Context: an optimization exercise on an open-source flow, tuned for small area, a short achievable clock period and few clock cycles. The choices shown serve that exercise and are no tape-out recipe. Only simulation tests tie the RTL to the original design; equivalence was not proved.

`design/flow/config.mk`:
```
export PLATFORM = sky130hd
export DESIGN_NAME = Milestone1
export DESIGN_NICKNAME = Milestone1
export VERILOG_FILES = /design/flow/design.v
export SDC_FILE = /design/flow/constraint.sdc
export NUM_CORES = 4
export LEC_CHECK = 0
export CAP_MARGIN = 20
export CORE_MARGIN = 2
export CORE_UTILIZATION = 40
export SLEW_MARGIN = 20
```
`design/flow/constraint.sdc`:
```
create_clock -name core_clock -period 13.0 [get_ports {Clock}]
set_input_delay 2.6000 -clock core_clock [delete_from_list [all_inputs] [get_ports {Clock}]]
set_output_delay 2.6000 -clock core_clock [all_outputs]
set_load 0.01 [all_outputs]
```
`design/flow/design.v`:
```
`timescale 1ns/100ps
`default_nettype none
module Milestone1 (
   input  logic            Clock,
   input  logic            resetn,
   input  logic [15:0]     SRAM_read_data,
   input  logic            M1_start,
   output logic [17:0]     SRAM_address,
   output logic [15:0]     SRAM_write_data,
   output logic            SRAM_we_n,
   output logic            M1_end
);
logic        running;
logic        wr_on;
logic [4:0]  cyc;           
logic [7:0]  col;           
logic [17:0] yptr;          
logic [17:0] wptr;          
logic [7:0]  uw [0:5];      
logic [7:0]  vw [0:5];      
logic [7:0]  ulow;          
logic [15:0] vbuf;          
logic [15:0] ybuf;          
logic [8:0]  uo, vo;        
logic [7:0]  bh;            
logic        fsel_u;
logic [7:0]  w0, w1, w2, w3, w4, w5;
logic [7:0]  t0, t1, t3, t4, t5;
logic [8:0]  fp, fq, fs;
logic [16:0] facc;
logic [8:0]  fout;
logic        c0, c1, c157, c158, c159;
assign fsel_u = cyc[4];
assign w0 = fsel_u ? uw[0] : vw[0];
assign w1 = fsel_u ? uw[1] : vw[1];
assign w2 = fsel_u ? uw[2] : vw[2];
assign w3 = fsel_u ? uw[3] : vw[3];
assign w4 = fsel_u ? uw[4] : vw[4];
assign w5 = fsel_u ? uw[5] : vw[5];
assign c0   = (col == 8'd0);
assign c1   = (col == 8'd1);
assign c157 = (col == 8'd157);
assign c158 = (col == 8'd158);
assign c159 = (col == 8'd159);
assign t0 = c0 ? w2 : (c1 ? w1 : w0);
assign t1 = c0 ? w2 : w1;
assign t3 = c159 ? w2 : w3;
assign t4 = c159 ? w2 : (c158 ? w3 : w4);
assign t5 = c159 ? w2 : (c158 ? w3 : (c157 ? w4 : w5));
assign fp = {1'b0, t0} + {1'b0, t5};
assign fq = {1'b0, t1} + {1'b0, t4};
assign fs = {1'b0, w2} + {1'b0, t3};
localparam logic [16:0] FCONST = 17'((128 + 32768) - (511 * 64));
assign facc = {4'd0, fp, 4'd0} + {6'd0, fp, 2'd0} + {8'd0, fp}
            + {2'd0, ~fq, 6'd0} + {5'd0, fq, 3'd0} + {6'd0, fq, 2'd0}
            + {1'b0, fs, 7'd0} + {3'd0, fs, 5'd0} + {8'd0, ~fs}
            + FCONST - 17'd511;
assign fout = facc[16:8];
logic        esel;
logic [7:0]  ey;
logic [8:0]  exu, exv;
logic [26:0] sr, sg, sb;
logic [7:0]  cr, cg, cb;
assign esel = cyc[1];
assign ey  = esel ? ybuf[15:8] : ybuf[7:0];
assign exu = esel ? {uw[2][7], ~uw[2][7], uw[2][6:0]} : uo;
assign exv = esel ? {vw[2][7], ~vw[2][7], vw[2][6:0]} : vo;
localparam int KYY = -76284*16 - 255*4;
localparam logic [26:0] KR = 27'(KYY - 104595*256 - 511*(32768 + 2048 + 1));
localparam logic [26:0] KG = 27'(KYY + 25624*256 + 53281*256
                                 - 511*(32768 + 1024 + 32)
                                 - 511*(65536 + 4096 + 32 + 1));
localparam logic [26:0] KB = 27'(KYY - 132251*256 - 511*(4 + 1));
logic [7:0]  ny;
logic [8:0]  nu, nv;
assign ny = ~ey;
assign nu = ~exu;
assign nv = ~exv;
assign sr = {3'd0, ey, 16'd0} + {6'd0, ey, 13'd0} + {8'd0, ey, 11'd0} + {10'd0, ey, 9'd0}
          + {17'd0, ny, 2'd0}
          + {1'b0, exv, 17'd0} + {3'd0, nv, 15'd0} + {5'd0, exv, 13'd0} + {7'd0, nv, 11'd0}
          + {11'd0, exv, 7'd0} + {14'd0, exv, 4'd0} + {16'd0, exv, 2'd0} + {18'd0, nv}
          + KR;
assign sg = {3'd0, ey, 16'd0} + {6'd0, ey, 13'd0} + {8'd0, ey, 11'd0} + {10'd0, ey, 9'd0}
          + {17'd0, ny, 2'd0}
          + {3'd0, nu, 15'd0} + {5'd0, exu, 13'd0} + {8'd0, nu, 10'd0} + {13'd0, nu, 5'd0}
          + {15'd0, exu, 3'd0}
          + {2'd0, nv, 16'd0} + {4'd0, exv, 14'd0} + {6'd0, nv, 12'd0} + {13'd0, nv, 5'd0}
          + {18'd0, nv}
          + KG;
assign sb = {3'd0, ey, 16'd0} + {6'd0, ey, 13'd0} + {8'd0, ey, 11'd0} + {10'd0, ey, 9'd0}
          + {17'd0, ny, 2'd0}
          + {1'b0, exu, 17'd0} + {8'd0, exu, 10'd0} + {11'd0, exu, 7'd0} + {13'd0, exu, 5'd0}
          + {16'd0, nu, 2'd0} + {18'd0, nu}
          + KB;
function automatic logic [7:0] clip(input logic [26:0] v);
   if (v[26])               clip = 8'd0;
   else if (v[25] | v[24])  clip = 8'd255;
   else                     clip = v[23:16];
endfunction
assign cr = clip(sr);
assign cg = clip(sg);
assign cb = clip(sb);
logic [17:0] caddr_sum;
logic [17:0] caddr;
assign caddr_sum = yptr + (yptr[0] ? 18'd76804 : 18'd115204);
assign caddr = {1'b0, caddr_sum[17:1]};
always_ff @(posedge Clock or negedge resetn) begin
   if (~resetn) begin
      running   <= 1'b0;
      M1_end    <= 1'b0;
      SRAM_we_n <= 1'b1;
      wr_on     <= 1'b0;
   end else begin
      if (~running) begin
         SRAM_we_n <= 1'b1;
         if (M1_start) begin
            running <= 1'b1;
            M1_end  <= 1'b0;
            wr_on   <= 1'b0;
         end
      end else begin
         SRAM_we_n <= ~(wr_on & (cyc[1] | cyc[2] | cyc[3]));
         if (cyc[3] & c159) wr_on <= 1'b1;
         if (cyc[4] & (yptr == 18'd38401)) begin
            running <= 1'b0;
            M1_end  <= 1'b1;
         end
      end
   end
end
always_ff @(posedge Clock) begin
   if (~running & M1_start) begin
      cyc  <= 5'b00001;
      col  <= 8'd155;
      yptr <= 18'h3fffc;       
      wptr <= 18'd146944;
      SRAM_address <= 18'd57600;
   end else begin
      cyc <= {cyc[3:0], cyc[4]};
      if (cyc[4]) SRAM_address <= caddr;
      if (cyc[0]) begin
         SRAM_address <= yptr;
         yptr <= yptr + 18'd1;
      end
      if (cyc[1] | cyc[2] | cyc[3]) begin
         SRAM_address <= wptr;
         if (wr_on) wptr <= wptr + 18'd1;
      end
      if (cyc[3]) col <= c159 ? 8'd0 : col + 8'd1;
   end
   if (cyc[4]) uo <= fout;
   if (cyc[0]) vo <= fout;
   bh <= cb;
   if (cyc[1]) SRAM_write_data <= {cr, cg};
   else if (cyc[2]) SRAM_write_data <= {bh, cr};
   else SRAM_write_data <= {cg, cb};
   if (cyc[2]) begin
      uw[0] <= uw[1]; uw[1] <= uw[2]; uw[2] <= uw[3]; uw[3] <= uw[4]; uw[4] <= uw[5];
      vw[0] <= vw[1]; vw[1] <= vw[2]; vw[2] <= vw[3]; vw[3] <= vw[4]; vw[4] <= vw[5];
      if (~yptr[0]) begin         
         uw[5] <= SRAM_read_data[15:8];
         ulow  <= SRAM_read_data[7:0];
         vw[5] <= vbuf[15:8];
      end else begin              
         uw[5] <= ulow;
         vw[5] <= vbuf[7:0];
         vbuf  <= SRAM_read_data;
      end
   end
   if (cyc[3]) ybuf <= SRAM_read_data;
end
endmodule
```
`design/flow/run.sh`:
```
#!/bin/bash
# synth_recipe.tcl (not shown) runs the flow's synth.tcl, then flattens the netlist and writes it again
# the make line also repeats each setting of config.mk as NAME=value (left out here)
make -C /OpenROAD-flow-scripts/flow DESIGN_CONFIG=/design/flow/config.mk WORK_HOME=/design/flow/orfs CLKGATE_MAP_FILE= SYNTH_SCRIPT=/design/flow/synth_recipe.tcl finish
```
==> flow_metrics.env, run 1 <==
export IMPL_status="complete, no violations"
export IMPL_clkSinkCount=249
export IMPL_synth_nets=2616
export IMPL_r2r_slack_ns=4.32
export IMPL_die_area_sq_mm=0.0576
export IMPL_slew_headroom=0.363
export IMPL_path_common_cell="fa_1"
export IMPL_routed_wl_met2_mm=26.8
export IMPL_rsz0062_at_grt="false"
export IMPL_dp_hpwl_mm=45.7
export IMPL_grt_max_degree=75
export IMPL_track_usage=0.203
export IMPL_min_to="uw[2][5]$_DFFE_PP_"
export IMPL_r2r_end="SRAM_write_data[13]$_DFF_P_"
export IMPL_finalClockSkew_ns=0.0198
export IMPL_route_met3_wl_mm=3.68
export IMPL_clock_latency_ns=0.57
export IMPL_cp_max_fo=8
export IMPL_synth_top_family_by_area="adder cells"
export IMPL_num_io_pins=55
export IMPL_yosysTopAreaCellShare=0.208
export IMPL_critPathLaunchType="flip-flop"
export IMPL_hold_depth=0
export IMPL_cts_buffers=27
export IMPL_end_kind="flip-flop"
export IMPL_synthMuxAreaShare=0.0542
export IMPL_rr_startpoint="cyc[1]$_SDFF_PP0_"
export IMPL_fill_cells=5200
export IMPL_ctsResizeCount=0
export IMPL_die_h_um=240
export IMPL_nNetsFinal=2671
export IMPL_hold_buffers=0
export IMPL_drt_wirelength_per_cell_um=19.4
export IMPL_min_path_type="reg -> reg"
export IMPL_synthCells=2093
export IMPL_ys_seq_area_frac=0.294
export IMPL_yosysMostFrequentCell="inv_1"
export IMPL_slowest_delay_ns=0.75
export IMPL_yosysUniqueCellTypes=80
export IMPL_cts_root_buffer="clkbuf_16"
export IMPL_synth_simple_area_share=0.0797
export IMPL_fin_crit_ns=8.68
export IMPL_drive_gt1_frac=0.0742
export IMPL_dr_total_vias=15300
export IMPL_post_route_period_util=0.668
export IMPL_critPathSlowestCell="mux2i_1"
export IMPL_ant_nets=0
export IMPL_synth_seq_cells=249
export IMPL_fin_ws_ns=4.32
export IMPL_drc=0
export IMPL_ys_dominant_reg_cell="edfxtp_1"
export IMPL_synth_common_cells="355 x inv_1, 303 x ha_1, 201 x fa_1"
export IMPL_rows=86
export IMPL_avgSynthCellArea_sq_um=10.6
export IMPL_synth_xor_area_share=0.0377
export IMPL_synthAdderAreaFrac=0.351
export IMPL_grt_antenna_before_repair=0
export IMPL_cts_tree="yes"
export IMPL_finalHoldViolCount=0
export IMPL_synth_edff_count=154
export IMPL_die_x_um=240
export IMPL_clkSlewWorstSetupHoldPaths_ns=0.07
export IMPL_initial_utilization=0.404
export IMPL_worst_pin_slew_ns=0.930
export IMPL_grt_ovfl_total=0
export IMPL_critPathKind="reg -> reg"
export IMPL_reg2reg_depth=28
export IMPL_worstPathRequired_ns=13.46
export IMPL_wl_met1_mm=25.0
export IMPL_clock_path_buffers=3
export IMPL_grt_pass1_vias=15700
export IMPL_pre_cts_slack_ns=4.34
export IMPL_synth_compound_area_frac=0.113
export IMPL_topRoutingLayerUsed="met4"
export IMPL_ys_warnings_count=3
export IMPL_fmax_mhz=115
export IMPL_drtIter0Drc=1011
export IMPL_syn_area_sq_mm=0.0223
export IMPL_hold_start="uw[3][5]$_DFFE_PP_"
export IMPL_dr_pass1_iters=7
export IMPL_synth_area_leaders="edfxtp_1 21%, fa_1 18%, ha_1 17%"
export IMPL_cts_htree_levels=1
export IMPL_drv_cap=0
export IMPL_cts_setup_buffers=0
export IMPL_worstPathArrival_ns=9.14
export IMPL_via_per_inst=5.24
export IMPL_grt_pass1_wl_mm=89.6
export IMPL_finalSetupTns_ns=0
export IMPL_synth_largest_area_cell="edfxtp_1"
export IMPL_io_buffers=54
export IMPL_gp_congestion=0.877
export IMPL_finalSetupViolCount=0
export IMPL_fp_coreArea_sq_mm=0.0551
export IMPL_routed_wl_mm=56.7
export IMPL_asyncSetResetFlopFracSynth=0.0161
export IMPL_area_growth_pct=11.1
export IMPL_final_max_slew_viol_count=0
## layer usage
metal	track usage	vias to the layer above
met5	0	-
met4	0.0480	0
met3	0.0414	69
met2	0.335	381
met1	0.273	7576
li1	-	7274
## kinds of logic after synthesis
kind of cell	Yosys count
adder cells (fa/ha/maj)	504
buffers and inverters	416
AND/OR/NAND/NOR	367
AO/OA/AOI/OAI	364
flip-flops	249
multiplexers	97
XOR/XNOR	96
## final cells by class
type | instances | area [sq um] | share of cell area
multi-input combinational | 1428 | 14200 | 0.573
sequential | 249 | 6560 | 0.265
inverter | 356 | 1340 | 0.0540
tap | 748 | 936 | 0.0378
timing repair buffer | 86 | 781 | 0.0316
clock buffer | 28 | 701 | 0.0283
clock inverter | 22 | 263 | 0.0106
antenna | 1 | 2.50 | 0.000101
## registers in the layout, indices dropped and copies added (netlist names)
signal           count
ulow                 8
cyc                  5
col                  8
SRAM_we_n            1
uw                  48
vw                  48
running              1
wptr                18
vbuf                16
yptr                18
M1_end               1
ybuf                16
SRAM_address        18
uo                   9
bh                   8
wr_on                1
SRAM_write_data     16
vo                   9
## worst max-delay path by stage
stage	startpoint	endpoint	slack [ns]	depth (start not counted)
final	cyc[1]$_SDFF_PP0_	SRAM_write_data[13]$_DFF_P_	4.32	28
after global routing	col[2]$_SDFFE_PP0P_	uo[8]$_DFFE_PP_	3.74	32
after CTS	col[2]$_SDFFE_PP0P_	vo[8]$_DFFE_PP_	4.33	32
after detailed placement	col[2]$_SDFFE_PP0P_	uo[8]$_DFFE_PP_	4.34	32
after global placement	col[2]$_SDFFE_PP0P_	uo[8]$_DFFE_PP_	4.44	32
after floorplan	cyc[1]$_SDFF_PP0_	SRAM_write_data[10]$_DFF_P_	4.57	34
## per-stage QoR
step	cells	hold WS, ns	util	cell area (sq um)
global placement	2867	0.432	0.431	23800
CTS	2917	0.451	0.449	24700
floorplan	2093	0.420	-	22300
finish	2918	0.449	0.449	24700
detailed placement	2867	0.440	0.432	23800
global route	2917	0.462	0.449	24700
## cells in the final DEF (no fill, tap or decap), types with 5 or more instances in the layout
| cell | instances |
|---|---|
| nand2_1 | 106 |
| nor3_1 | 19 |
| a22oi_1 | 7 |
| and2_1 | 14 |
| a211oi_1 | 18 |
| a21oi_1 | 90 |
| inv_1 | 355 |
| o21bai_1 | 29 |
| and4_1 | 7 |
| mux4_2 | 16 |
| nand3_1 | 16 |
| or3_1 | 16 |
| or2_2 | 6 |
| nand4_1 | 12 |
| a221oi_1 | 8 |
| and3_1 | 21 |
| a31oi_1 | 10 |
| o211ai_1 | 19 |
| o21a_1 | 12 |
| dfxtp_1 | 86 |
| nor2b_1 | 15 |
| mux2i_1 | 50 |
| xnor2_1 | 51 |
| nand2b_1 | 11 |
| a21o_1 | 53 |
| ha_1 | 303 |
| clkdlybuf4s50_1 | 54 |
| buf_4 | 32 |
| mux2_2 | 28 |
| a211o_1 | 5 |
| xor2_1 | 45 |
| edfxtp_1 | 154 |
| o21ai_0 | 67 |
| nor2_1 | 102 |
| fa_1 | 201 |
| o22ai_1 | 8 |
| clkbuf_16 | 28 |
| clkinv_2 | 6 |
## critical path: cells and delay by family, from the launching register on
family,cells,cell delay (ns)
adders and majority gates,8,3.35
DFF,1,0.45
xor gates and xnor gates,1,0.16
buffers and inverters,3,0.43
muxes,2,1.47
and+or+nand+nor,3,0.63
AOI/OAI and AO/OA,11,2.07
Testbench counts, summed over its fixed seeds: cycles 768,104.
==> run 2: changes to the inputs <==
--- a/design/flow/design.v
+++ b/design/flow/design.v
@@ -28,7 +28,7 @@
 logic [7:0]  t0, t1, t3, t4, t5;
-logic [8:0]  fp, fq, fs;
+logic [8:0]  fp, fq, fs;        
 logic [16:0] facc;
 logic [8:0]  fout;
-logic        c0, c1, c157, c158, c159;
-assign fsel_u = cyc[4];
+logic        c0, c1, c157, c158, c159;    
+assign fsel_u = cyc[3];
 assign w0 = fsel_u ? uw[0] : vw[0];
@@ -39,7 +39,2 @@
 assign w5 = fsel_u ? uw[5] : vw[5];
-assign c0   = (col == 8'd0);
-assign c1   = (col == 8'd1);
-assign c157 = (col == 8'd157);
-assign c158 = (col == 8'd158);
-assign c159 = (col == 8'd159);
 assign t0 = c0 ? w2 : (c1 ? w1 : w0);
@@ -49,6 +44,8 @@
 assign t5 = c159 ? w2 : (c158 ? w3 : (c157 ? w4 : w5));
-assign fp = {1'b0, t0} + {1'b0, t5};
-assign fq = {1'b0, t1} + {1'b0, t4};
-assign fs = {1'b0, w2} + {1'b0, t3};
-localparam logic [16:0] FCONST = 17'((128 + 32768) - (511 * 64));
+always_ff @(posedge Clock) begin
+   fp <= {1'b0, t0} + {1'b0, t5};
+   fq <= {1'b0, t1} + {1'b0, t4};
+   fs <= {1'b0, w2} + {1'b0, t3};
+end
+localparam logic [16:0] FCONST = 17'((128 + 32768) - (511 * 64) - 511);
 assign facc = {4'd0, fp, 4'd0} + {6'd0, fp, 2'd0} + {8'd0, fp}
@@ -56,13 +53,19 @@
             + {1'b0, fs, 7'd0} + {3'd0, fs, 5'd0} + {8'd0, ~fs}
-            + FCONST - 17'd511;
+            + FCONST;
 assign fout = facc[16:8];
-logic        esel;
 logic [7:0]  ey;
-logic [8:0]  exu, exv;
+logic [8:0]  exu, exv;         
 logic [26:0] sr, sg, sb;
 logic [7:0]  cr, cg, cb;
-assign esel = cyc[1];
-assign ey  = esel ? ybuf[15:8] : ybuf[7:0];
-assign exu = esel ? {uw[2][7], ~uw[2][7], uw[2][6:0]} : uo;
-assign exv = esel ? {vw[2][7], ~vw[2][7], vw[2][6:0]} : vo;
+always_ff @(posedge Clock) begin
+   if (cyc[0]) begin
+      ey  <= ybuf[15:8];
+      exu <= {uw[2][7], ~uw[2][7], uw[2][6:0]};
+      exv <= {vw[2][7], ~vw[2][7], vw[2][6:0]};
+   end else begin
+      ey  <= ybuf[7:0];
+      exu <= uo;
+      exv <= vo;
+   end
+end
 localparam int KYY = -76284*16 - 255*4;
@@ -123,3 +126,3 @@
          SRAM_we_n <= ~(wr_on & (cyc[1] | cyc[2] | cyc[3]));
-         if (cyc[3] & c159) wr_on <= 1'b1;
+         if (cyc[3] & c0) wr_on <= 1'b1;
          if (cyc[4] & (yptr == 18'd38401)) begin
@@ -135,2 +138,3 @@
       col  <= 8'd155;
+      {c157, c158, c159, c0, c1} <= 5'd0;
       yptr <= 18'h3fffc;       
@@ -149,3 +153,10 @@
       end
-      if (cyc[3]) col <= c159 ? 8'd0 : col + 8'd1;
+      if (cyc[2]) begin
+         col  <= c159 ? 8'd0 : col + 8'd1;
+         c157 <= (col == 8'd156);
+         c158 <= c157;
+         c159 <= c158;
+         c0   <= c159;
+         c1   <= c0;
+      end
    end
==> run 2 against run 1 <==
Against the previous run:
- still clean
- routed wire length rose by 3.4%
==> flow_metrics.env, run 2 <==
export IMPL_grt_antenna_before_repair=0
export IMPL_cts_setup_buffers=0
export IMPL_rows=89
export IMPL_cp_max_fo=16
export IMPL_post_route_period_util=0.602
export IMPL_dr_total_vias=16100
export IMPL_layout_commonest_cell="inv_1"
export IMPL_die_h_um=247
export IMPL_ys_seq_area_frac=0.326
export IMPL_critPathLaunchType="flip-flop"
export IMPL_fin_crit_ns=7.83
export IMPL_critPathKind="reg -> reg"
export IMPL_synth_common_cells="339 x inv_1, 301 x ha_1, 201 x fa_1"
export IMPL_routed_wl_mm=58.6
export IMPL_yosysTopAreaCellShare=0.195
export IMPL_slowest_delay_ns=0.59
export IMPL_finish_utilization=0.447
export IMPL_status="complete, no violations"
export IMPL_cts_htree_levels=2
export IMPL_num_io_pins=55
export IMPL_critPathLaunch="ey[1]$_DFF_P_"
export IMPL_ys_warnings_count=3
export IMPL_final_cell_mix="339 x inv_1, 301 x ha_1, 201 x fa_1, 154 x edfxtp_1, 146 x dfxtp_1"
export IMPL_clock_path_buffers=3
export IMPL_final_max_slew_viol_count=0
export IMPL_synthCells=2243
export IMPL_cts_buffers=36
export IMPL_synth_largest_area_cell="edfxtp_1"
export IMPL_grt_pass1_wl_mm=94.1
export IMPL_drtIter0Drc=808
export IMPL_rsz0062_at_grt="false"
export IMPL_grt_pass1_vias=16900
export IMPL_clkSlewWorstSetupHoldPaths_ns=0.06
export IMPL_multi_input_comb_area_sq_mm=0.0144
export IMPL_worstPathArrival_ns=8.25
export IMPL_rr_startpoint="ey[1]$_DFF_P_"
export IMPL_finalHoldViolCount=0
export IMPL_finalSetupTns_ns=0
export IMPL_drv_cap=0
export IMPL_dp_hpwl_mm=46.4
export IMPL_yosysUniqueCellTypes=74
export IMPL_clkSinkCount=307
export IMPL_synth_nets=2764
export IMPL_hold_start="uw[4][0]$_DFFE_PP_"
export IMPL_regArea_sq_mm=0.00772
export IMPL_hold_depth=0
export IMPL_track_usage=0.199
export IMPL_grt_max_degree=61
export IMPL_dr_pass1_iters=5
export IMPL_worstPathRequired_ns=13.42
export IMPL_ant_nets=0
export IMPL_initial_utilization=0.402
export IMPL_synth_area_leaders="edfxtp_1 20%, fa_1 17%, ha_1 16%"
export IMPL_via_per_inst=5.20
export IMPL_hold_buffers=0
export IMPL_largestRegisters="uw x48, vw x48"
export IMPL_ys_dominant_reg_cell="edfxtp_1"
export IMPL_end_kind="flip-flop"
export IMPL_worst_pin_slew_ns=0.991
export IMPL_gp_congestion=0.921
export IMPL_synth_edff_count=154
export IMPL_synth_seq_cells=307
export IMPL_min_path_type="reg -> reg"
export IMPL_cts_tree="yes"
export IMPL_nNetsFinal=2806
export IMPL_area_growth_pct=11.0
export IMPL_reg2reg_depth=28
export IMPL_die_area_sq_mm=0.0611
export IMPL_clock_latency_ns=0.55
export IMPL_drive_gt1_frac=0.0661
export IMPL_finalSetupViolCount=0
export IMPL_path_common_cell="fa_1"
export IMPL_fill_cells=5508
export IMPL_slew_headroom=0.338
export IMPL_fmax_mhz=128
export IMPL_cts_root_buffer="clkbuf_16"
export IMPL_fp_coreArea_sq_mm=0.0588
export IMPL_drt_wirelength_per_cell_um=19.0
export IMPL_yosysMostFrequentCell="inv_1"
export IMPL_critPathSlowestCell="a31oi_2"
export IMPL_io_buffers=54
export IMPL_drc=0
export IMPL_syn_area_sq_mm=0.0237
export IMPL_ctsResizeCount=0
export IMPL_die_x_um=247
export IMPL_asyncSetResetFlopFracSynth=0.0130
export IMPL_finalClockSkew_ns=0.0229
export IMPL_grt_ovfl_total=0
export IMPL_avgSynthCellArea_sq_um=10.6
==> run 2: final cells by class <==
cell class              instances  share of cell area
repair buffers                 68              0.0246
clock inverters                17             0.00686
multi-input cells            1533               0.550
flip-flops and latches        307               0.294
well taps                     773              0.0368
inverters                     339              0.0485
diodes                          1           0.0000953
clock buffers                  49              0.0390
==> run 2: critical path: cells and delay by family (launching register included) <==
family,cells,cell delay [ns]
xor gates and xnor gates,2,0.33
and+or+nand+nor,6,0.94
AOI/OAI and AO/OA,8,2.04
buffers and inverters,4,0.33
DFF,1,0.48
adders and majority gates,8,3.56
==> run 2: logic make-up after synthesis <==
group	count (synthesis)	share of synthesized area
AO/OA/AOI/OAI	401	0.109
XOR/XNOR	101	0.0374
adder cells (fa/ha/maj)	502	0.329
buffers and inverters	403	0.0642
flip-flops	307	0.326
multiplexers	100	0.0483
AND/OR/NAND/NOR	429	0.0865
==> run 2: metal layers <==
metal | up-vias | share of wire | global-route usage
met5 | - | 0 | 0
met4 | 0 | 0.034 | 0.0682
met3 | 105 | 0.037 | 0.0291
met2 | 287 | 0.50 | 0.353
met1 | 7906 | 0.43 | 0.246
li1 | 7764 | - | -
==> run 2: metrics by stage <==
stage	hold slack [ns]	worst slack (ns)	instance area [sq um]	std cells
floorplan	0.418	6.01	23700	2243
global placement	0.425	5.11	25000	3020
detailed placement	0.430	4.88	25000	3020
CTS	0.444	4.87	26200	3086
global route	0.459	4.60	26300	3086
finish	0.448	5.17	26300	3087
==> run 2: final timing paths <==
path | slack, ns | to
max reg2reg | 5.17 | SRAM_write_data[12]$_DFF_P_
min in group asynchronous | 2.25 | M1_end$_DFFE_PN0P_
max | 5.17 | SRAM_write_data[12]$_DFF_P_
min reg2reg | 0.45 | uw[3][0]$_DFFE_PP_
min | 0.45 | uw[3][0]$_DFFE_PP_
max in group asynchronous | 10.52 | SRAM_we_n$_DFF_PN1_
Testbench counts of run 2, summed over its fixed seeds: cycles 768,104.

afterwards: timing with drivers on the ports:
No port has a modelled driver above. Below, the same layouts with a new extraction and two added sets of constraints. Step 1 assumes that a clkbuf_16 drives the clock port and a buf_2 every other input. Step 2 also shifts input and output timing later by t, the mid clock arrival at the registers, as if the neighbouring blocks saw the same clock. Slacks: no drivers / after step 1 / after step 2; pairs: no drivers / after step 1.
run	t, ns	setup slack, ns	hold WS [ns]	worst data-port slew with drivers (ns)
run 1	0.612	4.320 / 4.320 / 4.320	0.449 / 0.449 / 0.449	0.09
run 2	0.603	5.170 / 5.170 / 5.170	0.448 / 0.448 / 0.448	0.04
After both steps setup and hold are still met in every run listed.
